This is an optimization exercise on Yosys and OpenROAD, whose aim is small area, not a production implementation. The RTL was checked by simulation tests, not by an equivalence proof against the original design. No activity file was given, so power comes from the tool's default toggle rates.

--- flow/flow/abc_area_map.script ---
strash
ifraig
dc2
dch -f
amap
strash
dc2
dch -f
amap
--- flow/constraint.sdc ---
create_clock -name core_clock -period 20.0 [get_ports {clk}]
set_input_delay 4.0000 -clock core_clock [delete_from_list [all_inputs] [get_ports {clk}]]
set_output_delay 4.0000 -clock core_clock [all_outputs]
set_load 0.01 [all_outputs]
--- flow/design.v ---
`timescale 1ns/1ps
module uart_eeprom_demo #(
	parameter SYS_CLK_FRE = 50,
	parameter IIC_CLK_FRE = 400000,
	parameter BAUD_RATE	= 115200,
	parameter MAX_BYTE_NUM = 64,
	parameter [6:0] DEV_ADDR= {4'b1010, 3'b000},
	parameter REG_ADDR_SIZE = 2
)(
	input			clk,
	input			rst_n,
	output reg		ee_scl,
	input			ee_sda_i,
	output reg		ee_sda_o,
	output reg		ee_sda_oe,
	output reg	 	uart_txd,
	input wire 		uart_rxd
);
integer j;
reg        rx_state;
reg [8:0]  rx_cnt;
reg [3:0]  rx_bit;
reg [7:0]  rx_sh;
reg        rx_vld;
wire [8:0] rx_cnt_inc = {rx_cnt[7:0], ~(rx_cnt[8] ^ rx_cnt[4])};
wire rx_half = (rx_cnt == 9'h026);       
wire rx_full = (rx_cnt == 9'h0b6);       
wire rx_done = rx_half && (rx_bit == 4'd9);
always @(posedge clk) begin
	if (!rst_n) rx_state <= 1'b0;
	else if (!rx_state) begin
		if (!uart_rxd) rx_state <= 1'b1;
	end
	else if (rx_done) rx_state <= 1'b0;
end
always @(posedge clk) begin
	if (!rst_n) rx_cnt <= 9'd0;
	else if (rx_state) rx_cnt <= rx_full ? 9'd0 : rx_cnt_inc;
	else rx_cnt <= 9'd0;
end
always @(posedge clk) begin
	if (!rst_n) rx_bit <= 4'd0;
	else if (rx_state) begin
		if (rx_half) rx_bit <= rx_bit + 4'd1;
	end
	else rx_bit <= 4'd0;
end
always @(posedge clk)
	if (rx_state && rx_half && rx_bit != 4'd9) rx_sh <= {uart_rxd, rx_sh[7:1]};
always @(posedge clk) begin
	if (!rst_n) rx_vld <= 1'b0;
	else rx_vld <= rx_done;
end
reg rclr;
always @(posedge clk) begin
	if (!rst_n) rclr <= 1'b1;
	else if (rx_vld) rclr <= 1'b0;
end
wire s5_ee   = (S[5] == 8'hEE);
wire s4_c0   = (S[4][7:1] == 7'b1100000);
reg  [7:0] S [0:6];
reg  hf6;                                
always @(posedge clk) if (rx_vld || rclr) begin
	S[0] <= rx_vld ? rx_sh : 8'h00;
	for (j = 1; j < 7; j = j + 1) S[j] <= S[j-1];
	hf6  <= s5_ee && s4_c0 && !S[4][0];
end
wire hdr_any = !rclr && s5_ee && s4_c0;
wire hdr_wr  = hdr_any && !S[4][0];
wire hdr_rd  = hdr_any &&  S[4][0];
reg [7:0] RR [0:63];
reg [5:0] q;
always @(posedge clk) if (!rx_vld) q <= q - 6'd1;
wire [7:0] rtap = rclr ? 8'h00 : (q == 6'd2) ? S[6] : RR[0];
always @(posedge clk) begin
	for (j = 0; j < 63; j = j + 1) RR[j] <= RR[j+1];
	RR[63] <= rtap;
end
reg  tap_ee;
always @(posedge clk) tap_ee <= (rtap == 8'hEE);
wire tap_pair = tap_ee && (rtap == 8'hC0);
reg [7:0]  wns;
reg [15:0] waddr;
always @(posedge clk) if (hdr_wr) begin
	waddr <= {S[2], S[1]};
	wns   <= S[0] - 8'd1;
end
reg fA;
always @(posedge clk) if (q == wns[5:0]) fA <= tap_pair;
wire pA = (wns[5:0] == 6'd0) ? (s5_ee && s4_c0 && !S[4][0]) :
          (wns[5:0] == 6'd1) ? hf6 : fA;
wire v1 = (wns[7:6] == 2'd0) && pA;
wire [7:0] bm1 = rx_sh - 8'd1;
reg fB;
always @(posedge clk) if (q == bm1[5:0]) fB <= tap_pair;
wire pB = (rx_sh == 8'd1) ? (s5_ee && s4_c0 && !S[4][0]) :
          (rx_sh == 8'd2) ? hf6 : fB;
wire v2 = (bm1[7:6] == 2'd0) && pB;
reg v2r, rx_vld_d, ee_wr_req;
wire relatch = rx_vld_d && hdr_wr;      
always @(posedge clk) begin
	rx_vld_d <= rx_vld;
	if (rx_vld) v2r <= v2;
end
always @(posedge clk) begin
	if (!rst_n) ee_wr_req <= 1'b0;
	else if (rx_vld) ee_wr_req <= v1;
	else if (relatch) ee_wr_req <= v2r;
end
reg wreq_d0, wreq_d1, wbusy_d0, wbusy_d1;
wire wr_byte_busy;
always @(posedge clk) begin
	wreq_d0  <= ee_wr_req;
	wreq_d1  <= wreq_d0;
	wbusy_d0 <= wr_byte_busy;
	wbusy_d1 <= wbusy_d0;
end
localparam W_IDLE = 2'd0, W_REQ = 2'd1, W_WAIT = 2'd2;
reg [1:0] wstate;
always @(posedge clk) begin
	if (!rst_n) wstate <= W_IDLE;
	else case (wstate)
	W_IDLE: if (~wreq_d1 & wreq_d0) wstate <= W_REQ;
	W_REQ:  if (~wbusy_d1 & wbusy_d0) wstate <= W_WAIT;
	W_WAIT: if (wbusy_d1 & ~wbusy_d0) wstate <= W_IDLE;
	default: wstate <= W_IDLE;
	endcase
end
wire wr_byte_req = (wstate == W_REQ);
reg  wr_byte_rden;
reg [7:0] wcnt;
always @(posedge clk) begin
	if (!rst_n) wcnt <= 8'd0;
	else if (wstate == W_IDLE) wcnt <= 8'd0;
	else if (wr_byte_rden) wcnt <= wcnt + 8'd1;
end
wire [7:0] widx = wns - wcnt;
wire [7:0] rt16 = RR[16];
wire [7:0] rt32 = RR[32];
wire [7:0] rt48 = RR[48];
wire [5:0] p0 = q + 6'd4 - widx[5:0];
wire x0_at = (p0[3:0] == 4'd0);
wire x1_at = (p0[3:0] == 4'd15);
wire [1:0] xsel = p0[5:4] + {1'b0, x1_at};
reg  [7:0] xtap;
always @(*) begin
	case (xsel)
	2'd0: xtap = rtap;
	2'd1: xtap = rt16;
	2'd2: xtap = rt32;
	default: xtap = rt48;
	endcase
end
wire [5:0] py = q + 6'd5 - bm1[5:0] + wcnt[5:0];
wire [7:0] ytap = py[5] ? rt32 : rtap;
reg  [7:0] X0, X1, Y0;
always @(posedge clk) begin
	if (rx_vld || wr_byte_rden) X0 <= X1;
	else if (relatch) X0 <= Y0;
	else if (x0_at) X0 <= xtap;
	if (!rx_vld && !relatch && !wr_byte_rden && x1_at) X1 <= xtap;
	if (py[4:0] == 5'd0) Y0 <= ytap;
end
reg  [7:0] wdat;
always @(*) begin
	if (widx >= 8'd70) wdat = 8'h00;
	else if (widx < 8'd7) wdat = S[widx[2:0]];
	else wdat = X0;
end
reg [5:0]  rns;
reg [15:0] raddr;
always @(posedge clk) if (hdr_rd) begin
	raddr <= {S[2], S[1]};
	rns   <= S[0][5:0] - 6'd1;
end
reg rreq_d0, rreq_d1, rbusy_d0, rbusy_d1, txr_d0, txr_d1;
wire rd_byte_busy;
wire tx_ready;
always @(posedge clk) begin
	rreq_d0  <= hdr_rd;
	rreq_d1  <= rreq_d0;
	rbusy_d0 <= rd_byte_busy;
	rbusy_d1 <= rbusy_d0;
	txr_d0   <= tx_ready;
	txr_d1   <= txr_d0;
end
localparam E_IDLE = 3'd0, E_RREQ = 3'd1, E_RWAIT = 3'd2, E_TREQ = 3'd3, E_TWAIT = 3'd4, E_TDONE = 3'd5;
reg [2:0] estate;
reg [7:0] tbc;
wire tx_bytes_done = (tbc == {2'b00, rns});
always @(posedge clk) begin
	if (!rst_n) estate <= E_IDLE;
	else case (estate)
	E_IDLE:  if (~rreq_d1 & rreq_d0) estate <= E_RREQ;
	E_RREQ:  if (~rbusy_d1 & rbusy_d0) estate <= E_RWAIT;
	E_RWAIT: if (rbusy_d1 & ~rbusy_d0) estate <= E_TREQ;
	E_TREQ:  if (txr_d1 & ~txr_d0) estate <= E_TWAIT;
	E_TWAIT: if (~txr_d1 & txr_d0) estate <= E_TDONE;
	E_TDONE: estate <= tx_bytes_done ? E_IDLE : E_TREQ;
	default: estate <= E_IDLE;
	endcase
end
wire rd_byte_req = (estate == E_RREQ);
wire tx_req      = (estate == E_TREQ);
always @(posedge clk) begin
	if (!rst_n) tbc <= 8'd0;
	else if (estate == E_IDLE) tbc <= 8'd0;
	else if (estate == E_TDONE) tbc <= tbc + 8'd1;
end
reg [7:0] TR [0:63];
reg [5:0] tq;                            
reg       tpend;                         
reg       tclr;                          
reg [7:0] rd_bits;
reg       rd_vld;
wire tcommit = tpend && (tq == 6'd63);
always @(posedge clk) begin
	for (j = 0; j < 63; j = j + 1) TR[j] <= TR[j+1];
	TR[63] <= tclr ? 8'h00 : tcommit ? rd_bits : TR[0];
end
always @(posedge clk) begin
	if (rd_vld) tpend <= 1'b1;
	else if (tcommit) tpend <= 1'b0;
	if (!tcommit) tq <= tq - 6'd1;
end
always @(posedge clk) begin
	if (!rst_n) tclr <= 1'b1;
	else if (rd_vld) tclr <= 1'b0;
end
reg       tx_state;
reg [8:0] tx_cnt;
reg [3:0] tx_bit;
reg       tx_nz;                         
reg [5:0] tx_tgt;                        
reg       nb;                            
wire tx_cdone = (tx_cnt == 9'h0b6);      
wire [8:0] tx_cnt_inc = {tx_cnt[7:0], ~(tx_cnt[8] ^ tx_cnt[4])};
assign tx_ready = !tx_state;
wire tx_load = !tx_state && tx_req;
wire [7:0] tidx = {2'b00, rns} - tbc;
always @(posedge clk) begin
	if (!rst_n) tx_state <= 1'b0;
	else if (!tx_state) begin
		if (tx_req) tx_state <= 1'b1;
	end
	else if (tx_cdone && tx_bit == 4'd9) tx_state <= 1'b0;
end
always @(posedge clk) begin
	if (!rst_n) tx_cnt <= 9'd0;
	else if (tx_state) tx_cnt <= tx_cdone ? 9'd0 : tx_cnt_inc;
	else tx_cnt <= 9'd0;
end
always @(posedge clk) begin
	if (!rst_n) tx_bit <= 4'd0;
	else if (tx_state) begin
		if (tx_cdone) tx_bit <= tx_bit + 4'd1;
	end
	else tx_bit <= 4'd0;
end
always @(posedge clk) begin
	if (tx_load) begin
		tx_nz  <= (tidx[7:6] == 2'd0);
		tx_tgt <= tq - tidx[5:0];
	end
	else tx_tgt <= tx_tgt - 6'd1;
	if (tx_tgt == 6'd1) nb <= tx_nz & TR[0][tx_bit[2:0]];
end
always @(posedge clk) begin
	if (!rst_n) uart_txd <= 1'b1;
	else if (!tx_state) uart_txd <= 1'b1;
	else if (tx_cnt == 9'd0)
		uart_txd <= (tx_bit == 4'd0) ? 1'b0 : (tx_bit == 4'd9) ? 1'b1 : nb;
end
reg [6:0] clk_cnt;
always @(posedge clk) begin
	if (!rst_n) clk_cnt <= 7'd0;
	else if (clk_cnt == 7'h50) clk_cnt <= 7'd0;
	else clk_cnt <= {clk_cnt[5:0], ~(clk_cnt[6] ^ clk_cnt[5])};
end
wire iic_clk_start = (clk_cnt == 7'h00);    
wire iic_clk_mid   = (clk_cnt == 7'h5e);    
wire iic_clk_done  = (clk_cnt == 7'h50);    
wire iic_clk_4_1   = (clk_cnt == 7'h43);    
wire iic_clk_4_3   = (clk_cnt == 7'h13);    
reg iic_clk;
always @(posedge clk) begin
	if (!rst_n) iic_clk <= 1'b0;
	else if (iic_clk_4_1) iic_clk <= 1'b1;
	else if (iic_clk_4_3) iic_clk <= 1'b0;
end
reg [3:0] bit_cnt;
reg [7:0] byte_cnt;
reg op_reading;
wire iic_byte_done     = iic_clk_done && (bit_cnt == 4'd8);
wire iic_wr_addr_done  = iic_byte_done && (byte_cnt == 8'd1);
wire iic_rd_bytes_done = iic_byte_done && (byte_cnt == {2'b00, rns});
wire iic_wr_bytes_done = iic_byte_done && (byte_cnt == {2'b00, wns[5:0]});
localparam S_IDLE = 4'd0, S_START = 4'd1, S_DEV_WADDR = 4'd2, S_REG_ADDR = 4'd3,
           S_WRITE_BYTE = 4'd4, S_RESTART = 4'd5, S_DEV_RADDR = 4'd6,
           S_READ_BYTE = 4'd7, S_STOP = 4'd8;
reg [3:0] c_state, n_state;
always @(posedge clk) begin
	if (!rst_n) c_state <= S_IDLE;
	else c_state <= n_state;
end
always @(*) begin
	if (!rst_n) n_state = S_IDLE;
	else begin
		case (c_state)
		S_IDLE:       n_state = (iic_clk_done && (wr_byte_req || rd_byte_req)) ? S_START : S_IDLE;
		S_START:      n_state = iic_clk_done ? S_DEV_WADDR : S_START;
		S_DEV_WADDR:  n_state = iic_byte_done ? S_REG_ADDR : S_DEV_WADDR;
		S_REG_ADDR:   n_state = iic_wr_addr_done ? (op_reading ? S_RESTART : S_WRITE_BYTE) : S_REG_ADDR;
		S_WRITE_BYTE: n_state = iic_wr_bytes_done ? S_STOP : S_WRITE_BYTE;
		S_RESTART:    n_state = iic_clk_done ? S_DEV_RADDR : S_RESTART;
		S_DEV_RADDR:  n_state = iic_byte_done ? S_READ_BYTE : S_DEV_RADDR;
		S_READ_BYTE:  n_state = iic_rd_bytes_done ? S_STOP : S_READ_BYTE;
		S_STOP:       n_state = iic_clk_done ? S_IDLE : S_STOP;
		default:      n_state = S_IDLE;
		endcase
	end
end
always @(posedge clk) begin
	if (c_state == S_IDLE && iic_clk_done) begin
		if (wr_byte_req) op_reading <= 1'b0;
		else if (rd_byte_req) op_reading <= 1'b1;
	end
end
reg [3:0] bit_cnt_nx;
always @(*) begin
	if (!rst_n) bit_cnt_nx = 4'd0;
	else if (c_state != n_state) bit_cnt_nx = 4'd0;
	else if (iic_clk_done) bit_cnt_nx = (bit_cnt == 4'd8) ? 4'd0 : bit_cnt + 4'd1;
	else bit_cnt_nx = bit_cnt;
end
always @(posedge clk) bit_cnt <= bit_cnt_nx;
reg wbit;
always @(posedge clk) wbit <= (bit_cnt_nx[3] == 1'b0) && wdat[3'd7 - bit_cnt_nx[2:0]];
always @(posedge clk) begin
	if (!rst_n) byte_cnt <= 8'd0;
	else if (c_state != n_state) byte_cnt <= 8'd0;
	else if (iic_byte_done) byte_cnt <= byte_cnt + 8'd1;
end
wire [8:0] dev_wr_addr_z = {DEV_ADDR, 1'b0, 1'b0};
wire [8:0] dev_rd_addr_z = {DEV_ADDR, 1'b1, 1'b0};
wire [7:0] reg_addr_byte = op_reading ? (byte_cnt[0] ? raddr[15:8] : raddr[7:0])
                                      : (byte_cnt[0] ? waddr[15:8] : waddr[7:0]);
wire [8:0] reg_addr_z = {reg_addr_byte, 1'b0};
wire [3:0] sel = 4'd8 - bit_cnt;
always @(posedge clk) begin
	if (!rst_n) ee_scl <= 1'b1;
	else case (c_state)
	S_IDLE:  ee_scl <= 1'b1;
	S_START: if (iic_clk_start) ee_scl <= 1'b1; else if (iic_clk_4_3) ee_scl <= 1'b0;
	S_STOP:  if (iic_clk_start) ee_scl <= 1'b0; else if (iic_clk_4_1) ee_scl <= 1'b1;
	default: ee_scl <= iic_clk;
	endcase
end
always @(posedge clk) begin
	if (!rst_n) ee_sda_o <= 1'b1;
	else case (c_state)
	S_IDLE:       ee_sda_o <= 1'b1;
	S_START:      if (iic_clk_start) ee_sda_o <= 1'b1; else if (iic_clk_4_1) ee_sda_o <= 1'b0;
	S_DEV_WADDR:  ee_sda_o <= dev_wr_addr_z[sel];
	S_REG_ADDR:   ee_sda_o <= reg_addr_z[sel];
	S_WRITE_BYTE: ee_sda_o <= wbit;
	S_RESTART:    if (iic_clk_start) ee_sda_o <= 1'b1; else if (iic_clk_mid) ee_sda_o <= 1'b0;
	S_DEV_RADDR:  ee_sda_o <= dev_rd_addr_z[sel];
	S_READ_BYTE:  ee_sda_o <= (bit_cnt == 4'd8) && (byte_cnt == {2'b00, rns});
	S_STOP:       if (iic_clk_start) ee_sda_o <= 1'b0; else if (iic_clk_4_3) ee_sda_o <= 1'b1;
	default:      ee_sda_o <= 1'b1;
	endcase
end
always @(*) begin
	if (c_state == S_READ_BYTE) ee_sda_oe = (bit_cnt == 4'd8);
	else ee_sda_oe = (bit_cnt != 4'd8);
end
always @(posedge clk)
	wr_byte_rden <= (c_state == S_WRITE_BYTE) && iic_clk_mid && (bit_cnt == 4'd8);
always @(posedge clk)
	if (c_state == S_READ_BYTE && iic_clk_mid && bit_cnt != 4'd8)
		rd_bits <= {rd_bits[6:0], ee_sda_i};
always @(posedge clk) begin
	if (!rst_n) rd_vld <= 1'b0;
	else rd_vld <= (c_state == S_READ_BYTE) && iic_clk_mid && (bit_cnt == 4'd8);
end
wire ee_busy = (c_state != S_IDLE);
assign rd_byte_busy = ee_busy & op_reading;
assign wr_byte_busy = ee_busy & ~op_reading;
endmodule
--- flow/standard.sh ---
#!/bin/bash
# synth_recipe.tcl (not shown) runs the flow's synth.tcl, then flattens the netlist and writes it again
# the make line also repeats each setting of config.mk as NAME=value (left out here)
make -C /OpenROAD-flow-scripts/flow DESIGN_CONFIG=/design/flow/config.mk WORK_HOME=/design/flow/orfs CLKGATE_MAP_FILE= SYNTH_SCRIPT=/design/flow/synth_recipe.tcl "${@:-finish}"
--- flow/config.mk ---
export PLATFORM = sky130hd
export DESIGN_NAME = uart_eeprom_demo
export DESIGN_NICKNAME = uart_eeprom_demo
export VERILOG_FILES = /design/flow/design.v
export SDC_FILE = /design/flow/constraint.sdc
export NUM_CORES = 4
export LEC_CHECK = 0
export CAP_MARGIN = 40
export CORE_MARGIN = 2
export CORE_UTILIZATION = 65
export SLEW_MARGIN = 40
--- flow/flow/run.sh ---
#!/bin/bash
# Layout = the standard flow (standard.sh) with two changes:
#  1. synthesis maps the logic with an area-oriented ABC script
#     (flow/abc_area_map.script) in place of ORFS's abc_speed.script; the
#     rest of the synthesis (synth_recipe.tcl, registers, flatten, renames)
#     is unchanged;
#  2. clock tree synthesis uses small clock buffers, fixed sink clusters and
#     no dummy loads.
set -euo pipefail
here=$(pwd)
rm -rf "$here/scripts_area"
cp -r "$FLOW_HOME/scripts" "$here/scripts_area"
cp "$here/flow/abc_area_map.script" "$here/scripts_area/abc_speed.script"
sed "s|^make -C|make SCRIPTS_DIR=$here/scripts_area -C|" standard.sh > standard_area_synth.sh
bash standard_area_synth.sh synth > synth_flow.log 2>&1
export CTS_ARGS="-sink_clustering_enable -repair_clock_nets -buf_list sky130_fd_sc_hd__clkbuf_4 -root_buf sky130_fd_sc_hd__clkbuf_4 -sink_clustering_buffer sky130_fd_sc_hd__clkbuf_8 -sink_clustering_size 18 -sink_clustering_max_diameter 55 -dont_use_dummy_load"
bash standard.sh > standard_flow.log 2>&1
==> results of run 1 <==
-- metal layers --
layer / track usage [%] / wire [um]
met2: 29.8 / 21900
met5: 0 / 0
met3: 3.59 / 2420
met1: 28.1 / 24100
met4: 7.59 / 1380
-- cells in the final DEF (no fill, tap or decap), drive strengths merged, types with 19 or more instances in the layout --
cell    synthesis  layout
dfxtp        1126    1126
clkinv        199     199
edfxtp        161     161
nor2          153     153
clkbuf          0      85
nand2          74      74
a21oi          60      60
ha             59      59
nor3           58      58
o21ai          50      50
o22ai          43      43
nand3          21      21
a211oi         20      20
a222oi         19      19
-- cell type report --
class | count | area (sq um) | share of cell area [%]
Tap cell | 672 | 841 | 2.39
Timing Repair Buffer | 17 | 143 | 0.406
Multi-Input combinational cell | 757 | 4930 | 14.0
Inverter | 199 | 747 | 2.12
Antenna cell | 1 | 2.50 | 0.00712
Clock buffer | 85 | 1110 | 3.17
Sequential cell | 1287 | 27400 | 77.9
-- flip-flops by register name, summed over array words and instances (netlist names), 7 cells and up --
| name | cells |
|---|---|
| RR | 512 |
| S | 56 |
| TR | 512 |
| X0 | 8 |
| X1 | 8 |
| Y0 | 8 |
| byte_cnt | 8 |
| clk_cnt | 7 |
| raddr | 16 |
| rd_bits | 8 |
| rx_cnt | 9 |
| rx_sh | 8 |
| tbc | 8 |
| tx_cnt | 9 |
| waddr | 16 |
| wcnt | 8 |
| wns | 8 |
-- how the worst max path moves through the flow --
stage               cells after the start       start   endpoint
floorplan                              10       rst_n       wbit
global placement                       12       rst_n       wbit
detailed placement                     12       rst_n       wbit
CTS                                     6  bit_cnt[0]  ee_sda_oe
global route                            6  bit_cnt[0]  ee_sda_oe
finish                                  6  bit_cnt[0]  ee_sda_oe
-- power by group --
part,switching [mW],internal [mW]
logic,0.141,0.0783
registers,0.0284,2.64
clock network,0.691,0.358
-- through the flow --
| step | setup WS, ns | total power, mW | area [sq um] | std cells |
|---|---|---|---|---|
| floorplan | 13.72 | 2.88 | 33000 | 2243 |
| detailed placement | 12.54 | 2.95 | 34000 | 2932 |
| global placement | 12.61 | 2.93 | 34000 | 2931 |
| finish | 13.10 | 3.94 | 35200 | 3018 |
| CTS | 12.99 | 3.98 | 35100 | 3017 |
| global route | 12.86 | 4.11 | 35200 | 3018 |
-- worst max-delay path, delay by kind of cell (launching register included) --
kind | cells | cell delay (ns)
simple gates | 1 | 0.18
compound gates | 1 | 0.22
buf+inv | 3 | 0.94
fa+ha+maj | 1 | 0.26
flops | 1 | 0.50
-- cells by family (layout without fill, tap and decap cells) --
| family | after synthesis | after routing | synth area share, % |
|---|---|---|---|
| flip-flops | 1287 | 1287 | 83.0 |
| AO/OA/AOI/OAI | 323 | 323 | 6.89 |
| other | 0 | 1 | 0 |
| buffers and inverters | 199 | 301 | 2.27 |
| AND/OR/NAND/NOR | 365 | 365 | 4.96 |
| adder cells (fa/ha/maj) | 69 | 69 | 2.85 |
==> run notes, run 1 <==
I/O pin count 8; first-pass GRT wire length approximately 80,000 um; crit-path cells clkinv_1 -> ha_1 -> nand3_1 -> clkinv_1 -> o21ai_0 -> clkdlybuf4s50_1; post-synth top area share ~70%; Post-Syn Nets 2,316; Clock Sinks roughly 1,300; layout filler cell count 3,363; largest net degree at the start of global routing 58; fin nets about 2,400; worst reg-to-reg path cell count 27; Top FF cell, synth dfxtp_1; wire length per cell 16.5 um; cells after synthesis between 2,000 and 2,500; Peak VDD IR around 0.000093 V; number of buffers created by CTS 85; row count 82; crit path capture type output pin; final number of setup-violating endpoints 0; flop2flop setup slack 13.92 ns; Worst-Skew Late Latency around 0.88 ns; H-tree Lvls 3; Crit path top cell by count clkinv_1; Via-to-Cell Ratio just over 5; post-synthesis sequential area ratio about 83%; CTS tree yes; Arrival @ worst endpoint a little under 3 ns; Crit path required time between 15 and 20 ns; clock root buffer clkbuf_4; crit path launch type flop; setup TNS 0 ns; final core utilization approximately 70%; Starting DRT DRC Count between 1,000 and 1,500; Crit Path Category reg -> out; layout cell share with drive strength beyond 1 ~4.5%; status timing/DRC/antenna clean; largest cells by area after synthesis dfxtp_1, edfxtp_1, clkinv_1; Final period util between 30% and 40%; asr flop ratio synth 0%; Max Fanout on Critical Path 8; CP max stage cell clkdlybuf4s50_1; Synth cell types 48; Hold Startpoint TR[1][1]; final hold viol count 0; Seq cells post-synth around 1,300; Slew @ Worst Pin about 0.78 ns; unrepaired setup endpoints after global routing no; final wirelength ~50,000 um; via count roughly 16,000; Worst R2R Start wns[0]; hold slack ~0.3 ns; pwr dens approximately 110 mW/mm^2; antenna violations before repair 1; # Max-Cap Violations 0; syn avg cell area ~15 sq um; Overflow after GRT 0; IO Port Bufs 7; WHS Endpoint TR[0][1]; Detailed Place HPWL about 33,000 um; relative slew slack a little under half; total core area around 0.05 sq mm; Starting Density 65.8%; max-slew violation count 0; worst clock skew approximately 0.15 ns; Area Growth Syn to Fin 6.63%; EDFF count, synth between 150 and 200; Highest Clock Rate ~140 MHz; post-synthesis cell area about 0.033 sq mm; Setup Buffers After CTS 0; Worst Hold Class reg -> reg; leak pwr around 13 nW; cts hold-fix bufs 0; most frequent cells after synthesis dfxtp_1, clkinv_1, edfxtp_1; Clock Path Buffers 3; Die H roughly 230 um; Resized cells post-CTS 0; Synth warnings 4; Antenna Nets Post-Route 0; WHS Path Cells 0; Clock transition at path regs roughly 0.10 ns; DR pass1 iterations 7; vias in the first global route 15,600; GPL Wtd Cong just under 0.9; reg-to-reg endpoint X0[4]; Global Route Usage Sum between 15 and 20%; Worst path max stage delay about 0.57 ns; die area 0.0525 sq mm; Tmin final 6.90 ns; largest area contributor in the netlist dfxtp_1; DRC viols 0; Die X between 200 and 250 um; count leader, synth dfxtp_1
==> inputs of run 2 (changes only) <==
==> flow/flow/abc_area_map.script (replaced) <==
strash
dc2
dch -f
amap
strash
dc2
dch -f
amap
==> run 2 against run 1 <==
Compared with the run above:
- via count increased by 0.40%
- non-clock buffer count decreased by 2
- cell area increased by 0.16%
- sequential cell count unchanged
- cell count increased by 0.60%
- maximum frequency decreased by 4.3%
- register-to-register slack got worse by 0.35 ns
- die area increased by 0.27%
- global-route usage increased by 0.31 points
- setup slack got worse by 0.31 ns
- synthesized cell count increased by 0.89%
- utilization about the same
- largest power group unchanged
==> run notes, run 2 <==
status timing/DRC/antenna clean; CP startpoint rst_n; # Max-Cap Violations 0; crit path launch type input pin; Resized cells post-CTS 0; number of buffers created by CTS between 80 and 90; Overflow after GRT 0; Starting DRT DRC Count about 1,100; setup ws final 12.79 ns; CP max stage cell clkdlybuf4s50_1; asr flop ratio synth 0%; Synth Area in Adders around 2.8%; Highest Clock Rate 139 MHz; Compound-Gate Fraction of Synth Area around 6.9%; post-synthesis sequential area ratio around 83%; Setup Buffers After CTS 0; vias in the first global route 15,700; Via-to-Cell Ratio between 5 and 6; worst clock skew roughly 0.15 ns; Switch Pwr approximately 900 uW; layout filler cell count around 3,300; crit-path cells clkdlybuf4s50_1 -> clkinv_1 -> nor2_1 -> clkinv_1 -> a31oi_1 -> o21ai_0 -> nor4_1 -> clkinv_1 -> nor2_1 -> o221ai_1 -> clkinv_1 -> a221oi_1 -> or3_1 -> a31oi_1; clock root buffer clkbuf_4; largest cells by area after synthesis dfxtp_1, edfxtp_1, ha_1; Clk pwr share a little over a quarter; fin nets 2,438; Antenna Nets Post-Route 0; XOR/XNOR Fraction of Synth Area 0.0795%; final hold viol count 0; Seq cells post-synth 1,287; Clock Path Buffers 3; row count slightly above 80; Total Power 4.02 mW; most frequent cells after synthesis dfxtp_1, clkinv_1, edfxtp_1; Worst Hold Class reg -> reg; max-slew violation count 0; antenna violations before repair 1; count leader, synth dfxtp_1; wire length per cell approximately 17 um; Die X around 230 um; via count around 16,000; EDFF count, synth approximately 160; largest net degree at the start of global routing slightly below 60; Detailed Place HPWL 33,600 um; Top FF cell, synth dfxtp_1; IO Port Bufs 7; commonest non-fill, non-tap cell in the layout dfxtp_1; Post-Syn Nets 2,336; Arrival @ worst endpoint ~8.0 ns; mux contribution to synthesized area 0%; Gate power share around 7.0%; Worst-Skew Late Latency 0.87 ns; simple-gate area share of the yosys netlist 5.17%; cells after synthesis between 2,000 and 2,500; Max Fanout on Critical Path 9; Die H between 200 and 250 um; Starting Density between 60 and 70%; Net Sw Frac ~22%; die area around 0.053 sq mm; Flop pwr share around two thirds; commonest cells after routing, fill and taps aside dfxtp_1, clkinv_1, edfxtp_1; setup TNS 0 ns; final wirelength between 50,000 and 60,000 um; H-tree Lvls 3; Crit path required time 20.75 ns; final number of setup-violating endpoints 0; first-pass GRT wire length roughly 80,000 um; CTS tree yes; Crit path top cell by count clkinv_1; leak pwr 13.2 nW; Worst path max stage delay approximately 0.67 ns; Slew @ Worst Pin about 0.82 ns; Tmin final between 7 and 8 ns; Internal ~3.1 mW; I/O pin count 8; relative slew slack 45.2%; GPL Wtd Cong approximately 0.87; total core area about 0.05 sq mm; largest area contributor in the netlist dfxtp_1; CP Buf/Inv Count 5; Final period util roughly 36%; unrepaired setup endpoints after global routing no; Area Growth Syn to Fin 6.51%; syn avg cell area between 10 and 15 sq um; Place WS between 10 and 15 ns; Worst path top cell family by delay buffers and inverters; biggest regs RR: 512 flops, TR: 512 flops, S: 56 flops; post-synthesis cell area between 0.03 and 0.04 sq mm; Synth cell types 50; post-synth top area share 68.2%; Clock transition at path regs approximately 0.12 ns; largest family of logic cells by synthesized area compound AO/OA/AOI/OAI gates; Worst R2R Start wns[0]; pwr dens approximately 110 mW/mm^2; DR pass1 iterations 5; Peak VDD IR ~0.000089 V; DRC viols 0; layout cell share with drive strength beyond 1 under 10%; Synth warnings 4; Clock Sinks 1,287; Crit Path Category in -> reg; Hold Startpoint TR[13][4]; crit path capture type flop; cts hold-fix bufs 0; Global Route Usage Sum 19.8%
## run 2: cell types whose count changed after synthesis, sizes merged, moves of 10 or more
cell,before,now
o21ai,50,73
nor3,58,45
nand2,74,110
a21oi,60,50
o22ai,43,27
o221ai,17,27
a222oi,19,9
nor2,153,131
## run 2: power by group through the flow
stage	logic [mW]	clock network, mW	registers (mW)
global placement	0.257	0	2.75
floorplan	0.207	0	2.74
finish	0.281	1.05	2.69
detailed placement	0.275	0	2.75
global route	0.323	1.18	2.70
CTS	0.277	1.09	2.69
## run 2: final cells by class
type	instances	area [sq um]	share of cell area [%]
diodes	1	2.50	0.00711
inverters	194	728	2.07
repair buffers	15	130	0.370
flip-flops and latches	1287	27400	77.8
well taps	672	841	2.39
clock buffers	85	1110	3.16
multi-input cells	782	5020	14.3
## run 2: cells by family (layout without fill, tap and decap cells)
family                     count (synthesis)  after routing
xor gates and xnor gates                   3              3
other                                      0              1
adders and majority gates                 69             69
and+or+nand+nor                          381            381
buffers and inverters                    194            294
DFF                                     1287           1287
AOI/OAI and AO/OA                        329            329
## run 2: worst reg2reg max path, cell delays in order, from the launching register on
cell and delay [ns]:
edfxtp_1 0.51, clkinv_1 0.16, ha_1 0.16, clkinv_1 0.09, fa_1 0.39, o21ai_0 0.63, clkinv_1 0.35, ha_1 0.41
fa_1 0.56, clkinv_1 0.09, nand4_1 0.15, clkinv_1 0.09, ha_1 0.21, a21oi_1 0.21, nor2_1 0.08, a21oi_1 0.17
a21oi_1 0.10, o21ai_0 0.40, clkinv_1 0.35, nor2_1 0.31, clkinv_1 0.22, o21a_1 0.24, a22oi_1 0.14, o21ai_0 0.11
## run 2: layer usage
metal | GRT usage [%] | vias up | part of all wire (%)
met5 | 0 | - | 0
met1 | 28.0 | 7481 | 48
met3 | 3.59 | 87 | 4.2
li1 | - | 7856 | -
met4 | 7.59 | 0 | 2.5
met2 | 30.9 | 301 | 45
## run 2: final timing paths
| kind | cells after the start | endpoint | slack (ns) |
|---|---|---|---|
| worst max-delay path | 14 | wbit | 12.79 |
| worst max register to register | 23 | X0[4] | 13.57 |
| worst min register to register | 0 | TR[12][4] | 0.29 |
| worst min-delay path | 0 | TR[12][4] | 0.29 |
## run 2: per-stage QoR
stage	instances	hold slack, ns	instance area [sq um]	util (%)
finish	3036	0.291	35200	70.2
global route	3036	0.289	35200	70.2
CTS	3034	0.290	35200	70.1
detailed placement	2949	0.312	34100	67.9
global placement	2949	0.310	34000	67.8
floorplan	2263	0.310	33100	-
==> inputs of run 3 (changes only) <==
--- a/flow/config.mk
+++ b/flow/config.mk
@@ -6,6 +6,6 @@
 export NUM_CORES = 4
 export LEC_CHECK = 0
-export CAP_MARGIN = 40
+export CAP_MARGIN = 10
 export CORE_MARGIN = 2
 export CORE_UTILIZATION = 65
-export SLEW_MARGIN = 40
+export SLEW_MARGIN = 10
==> run 3 against run 2 <==
Compared with the run above:
- sequential power is essentially flat
- maximum frequency fell by 0.52%
- first-iteration DRC count fell by 3.1%
- critical path type unchanged
- clock skew down 0.035 ns
- area after synthesis did not move
- still clean
- setup slack lost 0.038 ns
==> run notes, run 3 <==
asr flop ratio synth 0%; Highest Clock Rate 138 MHz; Antenna Nets Post-Route 0; total core area around 0.05 sq mm; Clock Sinks 1,287; vias in the first global route about 16,000; first-pass GRT wire length about 80,000 um; final number of setup-violating endpoints 0; unrepaired setup endpoints after global routing no; mux contribution to synthesized area 0%; largest family of logic cells by synthesized area compound AO/OA/AOI/OAI gates; Cell Area, Placed ~0.034 sq mm; placed cell count slightly below 3,000; Cell Count, Final, Fillers Out 3,035; final wirelength between 50,000 and 60,000 um; Post-Syn Nets 2,336; count leader, synth dfxtp_1; syn avg cell area 14.6 sq um; Via-to-Cell Ratio slightly above 5; post-synth top area share between 60% and 70%; CP max stage cell clkdlybuf4s50_1; crit path capture type flop; commonest non-fill, non-tap cell in the layout dfxtp_1; DR pass1 iterations 5; I/O pin count 8; status timing/DRC/antenna clean; largest cells by area after synthesis dfxtp_1, edfxtp_1, ha_1; worst clock skew between 0.1 and 0.15 ns; relative slew slack 20.8%; simple-gate area share of the yosys netlist 5.17%; crit path launch type input pin; biggest regs RR: 512 flops, TR: 512 flops, S: 56 flops; Internal slightly above 3 mW; Synth Area in Adders between 2 and 3%; grt met2 use a little under a third; via count 15,700; Crit path top cell by count clkinv_1; final hold viol count 0; Gate power share 6.9%; Clock transition at path regs 0.10 ns; Clk pwr share between 20% and 30%; H-tree Lvls 3; EDFF count, synth around 160; GRT Max-Usage Layer met2; antenna violations before repair 1; CTS tree yes; die area ~0.053 sq mm; fin nets around 2,400; Final period util approximately 36%; wire length per cell roughly 17 um; Peak VDD IR 0.0000835 V; pwr dens 114 mW/mm^2; Compound-Gate Fraction of Synth Area slightly below 7%; XOR/XNOR Fraction of Synth Area less than 1%; Top FF cell, synth dfxtp_1; Slew @ Worst Pin ~1.2 ns; multi-input combinational cell area between 0.004 and 0.005 sq mm; Area Growth Syn to Fin 6.34%; layout filler cell count approximately 3,400; Worst path max stage delay approximately 0.68 ns; IO Port Bufs 7; Global Route Usage Sum between 10% and 20%; cells after synthesis approximately 2,300; M3 GR Usage under 10%; Die H between 200 and 250 um; grt met1 use ~28%; Finished Cell Area ~0.035 sq mm; Clock Path Buffers 3; setup ws final approximately 13 ns; Flop pwr share between 60% and 70%; Crit path required time approximately 21 ns; Starting Density 65.9%; commonest cells after routing, fill and taps aside dfxtp_1, clkinv_1, edfxtp_1; # Max-Cap Violations 0; Die X 230 um; Seq. cell area between 0.02 and 0.03 sq mm; GPL Wtd Cong 0.868; Net Sw Frac approximately 22%; number of buffers created by CTS between 80 and 90; clock root buffer clkbuf_4; Tmin final a little over 7 ns; Synth warnings 4; largest net degree at the start of global routing between 50 and 60; max-slew violation count 0; Resized cells post-CTS 0; Worst-Skew Late Latency approximately 0.9 ns; Switch Pwr around 900 uW; Setup Buffers After CTS 0; post-synthesis sequential area ratio 82.8%; post-synthesis cell area 0.0331 sq mm; Seq cells post-synth approximately 1,300; Detailed Place HPWL 33,600 um; Overflow after GRT 0; cts hold-fix bufs 0; Max Fanout on Critical Path 9; Crit Path Category in -> reg; Place WS 12.05 ns; Worst Hold Class reg -> reg; largest area contributor in the netlist dfxtp_1; row count approximately 80; DRC viols 0; setup TNS 0 ns; most frequent cells after synthesis dfxtp_1, clkinv_1, edfxtp_1; crit-path cells clkdlybuf4s50_1 -> clkinv_1 -> nor2_1 -> clkinv_1 -> a31oi_1 -> o21ai_0 -> nor4_1 -> clkinv_1 -> nor2_1 -> o221ai_1 -> clkinv_1 -> a221oi_1 -> or3_1 -> a31oi_1; Total Power approximately 4.0 mW; layout cell share with drive strength beyond 1 approximately 4.1%; leak pwr 13.2 nW; Arrival @ worst endpoint ~8.0 ns; Synth cell types 50; Starting DRT DRC Count around 1,000
run 3: cells by family (layout without fill, tap and decap cells):
family / Yosys count / after routing
and+or+nand+nor: 381 / 381
DFF: 1287 / 1287
xor gates and xnor gates: 3 / 3
adders and majority gates: 69 / 69
AOI/OAI and AO/OA: 329 / 329
buffers and inverters: 194 / 293
other: 0 / 1
run 3: worst paths after layout:
path / startpoint / to / slack (ns) / depth (start not counted)
setup / recovery: rst_n / wbit / 12.75 / 14
hold / removal: TR[1][3] / TR[0][3] / 0.27 / 0
setup reg to reg: wns[0] / X0[4] / 13.80 / 24
hold reg to reg: TR[1][3] / TR[0][3] / 0.27 / 0
run 3: power groups by stage:
stage | clock, mW | combinational (mW) | sequential [mW]
detailed placement | 0 | 0.271 | 2.75
finish | 1.05 | 0.275 | 2.69
global route | 1.18 | 0.316 | 2.70
CTS | 1.09 | 0.273 | 2.69
global placement | 0 | 0.257 | 2.75
floorplan | 0 | 0.207 | 2.74
run 3: final cells by class:
class / count / area share [%]
Multi-Input combinational cell: 782 / 14.1
Clock buffer: 85 / 3.17
Tap cell: 672 / 2.39
Inverter: 194 / 2.07
Sequential cell: 1287 / 77.9
Antenna cell: 1 / 0.00712
Timing Repair Buffer: 14 / 0.349
run 3: critical path, delay by kind of cell:
family	cells	cell delay, ns
AND/OR/NAND/NOR	4	1.39
AO/OA/AOI/OAI	5	0.96
buffers and inverters	5	1.60
run 3: per-layer routing:
metal / part of all wire (%) / routed length [um]
met1: 48 / 23900
met2: 44 / 22100
met3: 5.2 / 2610
met4: 3.3 / 1660
met5: 0 / 0
run 3: metrics by stage:
| stage | utilization (%) | hold WS [ns] |
|---|---|---|
| 6_report | 70.1 | 0.274 |
| 5_1_grt | 70.1 | 0.269 |
| 4_1_cts | 70.1 | 0.268 |
| 3_5_place_dp | 67.8 | 0.312 |
| 3_3_place_gp | 67.8 | 0.310 |
| 2_1_floorplan | - | 0.310 |
==> inputs of run 4 (changes only) <==
==> flow/flow/abc_area_map.script (replaced) <==
strash
ifraig
dc2
dch -f
amap
strash
dc2
dch -f
amap
==> run 4 against run 3 <==
Compared with the run above:
- die area down 0.27%
- sequential power barely moved
- global-route usage grew 0.21 points
- clock-buffer cell count is the same
- area after synthesis fell by 0.27%
- total power fell by 2.0%
- register-to-register slack better by 0.10 ns
- utilization barely moved
- first-iteration DRC count shrank 7.6%
==> run notes, run 4 <==
status timing/DRC/antenna clean; Switch Pwr roughly 860 uW; Peak VDD IR 0.0000856 V; Starting Density between 60% and 70%; crit path launch type flop; I/O pin count 8; CP Buf/Inv Count 3; wire length per cell about 17 um; Clock transition at path regs approximately 0.10 ns; GPL Wtd Cong 0.877; post-synthesis sequential area ratio roughly 83%; Worst-Skew Late Latency 0.91 ns; Setup Buffers After CTS 0; Highest Clock Rate between 100 and 150 MHz; Resized cells post-CTS 0; syn avg cell area 14.7 sq um; IO Port Bufs 7; DRC viols 0; Clock Sinks 1,287; Flop pwr share between 60% and 70%; layout cell share with drive strength beyond 1 under 10%; placed cell count roughly 3,000; Die H about 230 um; Cell Count, Final, Fillers Out a little over 3,000; max-slew violation count 0; cts hold-fix bufs 0; Worst path top cell family by delay buffers and inverters; DR pass1 iterations 8; largest cells by area after synthesis dfxtp_1, edfxtp_1, clkinv_1; Gate power share about 5.5%; row count 82; Internal about 3.1 mW; commonest cells after routing, fill and taps aside dfxtp_1, clkinv_1, edfxtp_1; vias in the first global route approximately 16,000; Worst Hold Class reg -> reg; EDFF count, synth 161; hold slack 0.249 ns; Crit path required time between 15 and 20 ns; Seq cells post-synth roughly 1,300; first-pass GRT wire length 82,400 um; Global Route Usage Sum 19.8%; crit-path cells clkinv_1 -> ha_1 -> nand3_1 -> clkinv_1 -> o21ai_0 -> clkdlybuf4s50_1; Overflow after GRT 0; Top FF cell, synth dfxtp_1; # Max-Cap Violations 0; Crit Path Category reg -> out; clock root buffer clkbuf_4; commonest non-fill, non-tap cell in the layout dfxtp_1; Antenna Nets Post-Route 0; unrepaired setup endpoints after global routing no; crit path capture type output pin; largest net degree at the start of global routing 58; most frequent cells after synthesis dfxtp_1, clkinv_1, edfxtp_1; CTS tree yes; flop2flop setup slack 13.90 ns; relative slew slack about a fifth; CP max stage cell clkdlybuf4s50_1; largest area contributor in the netlist dfxtp_1; Crit path top cell by count clkinv_1; Post-Syn Nets 2,316; biggest regs RR: 512 flops, TR: 512 flops, S: 56 flops; Arrival @ worst endpoint 2.88 ns; Detailed Place HPWL 32,800 um; Starting DRT DRC Count roughly 940; number of buffers created by CTS 85; count leader, synth dfxtp_1; Finished Cell Area around 0.035 sq mm; Synth warnings 4; Final period util between 30% and 40%; leak pwr between 10 and 15 nW; total core area 0.0501 sq mm; Area Growth Syn to Fin 6.46%; via count 15,700; die area roughly 0.053 sq mm; Via-to-Cell Ratio between 5 and 6; asr flop ratio synth 0%; Die X approximately 230 um; setup TNS 0 ns; Clock Path Buffers 3; cells after synthesis ~2,200; H-tree Lvls 3; final wirelength approximately 50,000 um; fin nets ~2,400; Worst path max stage delay roughly 0.57 ns; post-synth top area share between 60% and 70%; Synth cell types 48; final core utilization ~70%; pwr dens 112 mW/mm^2; Clk pwr share between 20% and 30%; antenna violations before repair 2; worst clock skew between 0.1 and 0.15 ns; Slew @ Worst Pin ~1.2 ns; final hold viol count 0; Max Fanout on Critical Path 8; final number of setup-violating endpoints 0; Cell Area, Placed 0.0340 sq mm; Tmin final ~6.9 ns; Net Sw Frac 21.8%; post-synthesis cell area 0.0330 sq mm
## run 4: power by group through the flow
stage / clock [mW] / combinational (mW) / sequential, mW
6_report: 1.05 / 0.215 / 2.67
5_1_grt: 1.18 / 0.246 / 2.68
4_1_cts: 1.09 / 0.214 / 2.67
3_5_place_dp: 0 / 0.212 / 2.73
3_3_place_gp: 0 / 0.205 / 2.73
2_1_floorplan: 0 / 0.160 / 2.72
## run 4: kinds of logic (layout without fill, tap and decap cells)
group	count (synthesis)	in the layout	share of synthesized area, %
compound gates	323	323	6.89
fa+ha+maj	69	69	2.85
buf+inv	199	300	2.27
simple gates	365	365	4.96
other cells	0	3	0
flops	1287	1287	83.0
## run 4: metrics by stage
stage | power, mW | setup WS (ns)
2_1_floorplan | 2.88 | 13.72
3_3_place_gp | 2.93 | 12.61
3_5_place_dp | 2.94 | 12.52
4_1_cts | 3.98 | 13.04
5_1_grt | 4.10 | 12.88
6_report | 3.93 | 13.12
## run 4: final cells by class
type | count | area (sq um)
Antenna cell | 3 | 7.51
Inverter | 199 | 747
Sequential cell | 1287 | 27400
Tap cell | 672 | 841
Clock buffer | 85 | 1110
Multi-Input combinational cell | 757 | 4880
Timing Repair Buffer | 16 | 138
Fill cell | 3310 | 15000
## run 4: worst paths after layout
| path | startpoint | cells past startpoint | endpoint |
|---|---|---|---|
| setup reg to reg | clk_cnt[5] | 20 | wbit |
| setup / recovery | bit_cnt[0] | 6 | ee_sda_oe |
| hold / removal | TR[56][3] | 0 | TR[55][3] |
| hold reg to reg | TR[56][3] | 0 | TR[55][3] |
## run 4: per-layer routing
layer / vias to the layer above / track usage (%) / wire length [um]
met5: - / 0 / 0
met4: 0 / 7.04 / 1410
met3: 113 / 4.41 / 2510
met2: 347 / 30.6 / 22300
met1: 7390 / 27.9 / 23800
li1: 7815 / - / -
==> inputs of run 5 (changes only) <==
--- a/flow/config.mk
+++ b/flow/config.mk
@@ -8,4 +8,4 @@
 export CAP_MARGIN = 10
 export CORE_MARGIN = 2
-export CORE_UTILIZATION = 65
+export CORE_UTILIZATION = 72
 export SLEW_MARGIN = 10
==> run 5 against run 4 <==
Compared with the run above:
- still clean
- clock-buffer cell count is 3 lower
- first-iteration DRC count is 52% higher
- die area is 9.6% lower
- utilization is 7.1 points higher
- critical path depth stayed put
- sequential share of layout area is 0.32 points higher
- register-to-register slack worse by 0.38 ns
- sequential power hardly changed
- maximum frequency is 0.41% higher
- wire length is 17% higher
- non-clock buffer count is 1 lower
- critical path type unchanged
==> run notes, run 5 <==
status timing/DRC/antenna clean; Tmin final 6.85 ns; Top FF cell, synth dfxtp_1; Crit path top cell by count clkinv_1; CP max stage cell clkdlybuf4s50_1; Clock Sinks 1,287; placed cell count between 2,000 and 3,000; # Max-Cap Violations 0; clock root buffer clkbuf_4; Clock transition at path regs approximately 0.10 ns; Hold Startpoint TR[4][3]; Worst-Skew Late Latency about 0.9 ns; Die H 218 um; Synth cell types between 40 and 50; Clock Path Buffers 3; Setup Buffers After CTS 0; IO Port Bufs 7; CP startpoint bit_cnt[0]; largest net degree at the start of global routing 58; metal2 WL roughly 29,000 um; post-synth top area share between 60% and 70%; Area Growth Syn to Fin 6.02%; largest area contributor in the netlist dfxtp_1; fin nets between 2,000 and 2,500; DRC viols 0; DR pass1 iterations 10; Overflow after GRT 0; stages on the worst setup path 6; commonest cells after routing, fill and taps aside dfxtp_1, clkinv_1, edfxtp_1; CP Buf/Inv Count 3; layout filler cell count roughly 2,400; Worst Hold Class reg -> reg; row count between 70 and 80; commonest non-fill, non-tap cell in the layout dfxtp_1; Via-to-Cell Ratio ~5.5; setup TNS 0 ns; first-pass GRT wire length 93,100 um; Seq cells post-synth approximately 1,300; Peak VDD IR ~0.000098 V; final hold viol count 0; layout cell share with drive strength beyond 1 4.10%; Global Route Usage Sum ~26%; CTS tree yes; final number of setup-violating endpoints 0; most frequent cells after synthesis dfxtp_1, clkinv_1, edfxtp_1; Die X 218 um; Highest Clock Rate approximately 150 MHz; post-synthesis cell area 0.0330 sq mm; crit-path cells clkinv_1 -> ha_1 -> nand3_1 -> clkinv_1 -> o21ai_0 -> clkdlybuf4s50_1; Antenna Nets Post-Route 0; WL met1 ~25,000 um; antenna violations before repair 2; cts hold-fix bufs 0; I/O pin count 8; reg-to-reg endpoint X0[0]; Resized cells post-CTS 0; Worst R2R Start wns[0]; count leader, synth dfxtp_1; pwr dens between 100 and 150 mW/mm^2; max-slew violation count 0; final wirelength 58,400 um; Final period util roughly a third; die area between 0.04 and 0.05 sq mm; leak pwr around 13 nW; total length of routed met3 wires 2990 um; crit path capture ee_sda_oe; Starting DRT DRC Count ~1,400; Cell Count, Final, Fillers Out approximately 2,900; Post-Syn Nets between 2,000 and 2,500; Detailed Place HPWL between 30,000 and 40,000 um; Crit path required time around 16 ns; worst reg-to-reg path cell count 26; Worst path max stage delay around 0.57 ns; asr flop ratio synth 0%; wire length per cell 19.8 um; Worst path top cell family by delay buffers and inverters; Slew @ Worst Pin ~1.2 ns; vias in the first global route between 15,000 and 20,000; crit path capture type output pin; total core area roughly 0.045 sq mm; Arrival @ worst endpoint 2.85 ns; biggest regs RR: 512 flops, TR: 512 flops, S: 56 flops; GPL Wtd Cong just over 0.9; number of buffers created by CTS 82; crit path launch type flop; relative slew slack 21.7%; unrepaired setup endpoints after global routing no; flop2flop setup slack ~14 ns; post-synthesis sequential area ratio just over 80%; worst clock skew ~0.11 ns; largest cells by area after synthesis dfxtp_1, edfxtp_1, clkinv_1; H-tree Lvls 3; cells after synthesis between 2,000 and 2,500; via count roughly 16,000; EDFF count, synth between 150 and 200; Starting Density roughly 73%; Synth warnings 4; Max Fanout on Critical Path 8; Crit Path Category reg -> out; syn avg cell area 14.7 sq um; max layer used met4
[run 5: cell counts after synthesis]
No cell type changed its count.
[run 5: stage by stage]
step | cell area, sq um | util (%) | worst slack (ns) | power, mW | hold slack, ns
2_1_floorplan | 33000 | - | 13.72 | 2.88 | 0.310
3_3_place_gp | 33900 | 74.8 | 12.53 | 2.93 | 0.310
3_5_place_dp | 33900 | 74.8 | 12.38 | 2.96 | 0.312
4_1_cts | 34900 | 77.2 | 13.10 | 4.00 | 0.289
5_1_grt | 35000 | 77.2 | 12.80 | 4.11 | 0.292
6_report | 35000 | 77.2 | 13.15 | 3.98 | 0.298
[run 5: cell families (layout without fill, tap and decap cells)]
family | after synthesis | after routing | synth area share (%)
simple gates | 365 | 365 | 4.96
fa+ha+maj | 69 | 69 | 2.85
compound gates | 323 | 323 | 6.89
other cells | 0 | 1 | 0
buf+inv | 199 | 296 | 2.27
flops | 1287 | 1287 | 83.0
[run 5: power breakdown]
group | internal (mW) | switching [mW] | total (mW)
combinational | 0.0783 | 0.165 | 0.243
sequential | 2.64 | 0.0302 | 2.67
clock | 0.346 | 0.721 | 1.07
[run 5: worst min-delay path by stage]
stage	slack, ns	to	cells after the start
4_1_cts	0.29	TR[14][3]	0
3_3_place_gp	0.31	RR[33][7]	0
5_1_grt	0.29	RR[1][4]	0
2_1_floorplan	0.31	RR[0][0]	0
3_5_place_dp	0.31	TR[40][2]	0
6_report	0.30	TR[3][3]	0
[run 5: cell type report]
| class | count | area (sq um) | share of cell area, % |
|---|---|---|---|
| inverter | 199 | 747 | 2.14 |
| clock buffer | 82 | 1070 | 3.07 |
| multi-input combinational | 757 | 4880 | 13.9 |
| antenna | 1 | 2.50 | 0.00716 |
| tap | 600 | 751 | 2.15 |
| sequential | 1287 | 27400 | 78.3 |
| timing repair buffer | 15 | 130 | 0.372 |
[run 5: per-layer routing]
metal / GRT usage, % / up-vias
met5: 0 / -
met4: 9.09 / 0
met3: 4.30 / 130
met2: 43.4 / 489
met1: 34.2 / 7822
li1: - / 7781

## what the ideal ports hide
In the flow no input, the clock included, has a driving cell. The finished layouts below were timed again as built, in two steps.
Step 1 assumes that a clkbuf_16 drives the clock port and a buf_2 every other input.
Step 2 moves the port delays by t, midway between the first and last clock arrival at a register: inputs arrive t later, outputs are due t later. That takes back most of the time a late clock gives input paths.
Slacks: ideal ports / drivers / drivers and shift; pairs: ideal ports / drivers.
| run | t (ns) | setup WS [ns] | latest minus earliest clock arrival (ns) |
|---|---|---|---|
| run 1 | 0.859 | 13.103 / 13.050 / 12.850 | 0.151 / 0.151 |
| run 2 | 0.850 | 12.791 / 12.815 / 11.965 | 0.160 / 0.160 |
| run 3 | 0.879 | 12.753 / 12.781 / 11.902 | 0.124 / 0.125 |
| run 4 | 0.909 | 13.123 / 13.072 / 12.391 | 0.134 / 0.133 |
| run 5 | 0.903 | 13.150 / 13.100 / 12.320 | 0.111 / 0.111 |
After both steps every run listed still meets setup and hold. For run 3, which loses most, drivers alone change the setup slack by +0.028 ns; drivers and shift together by -0.851 ns.
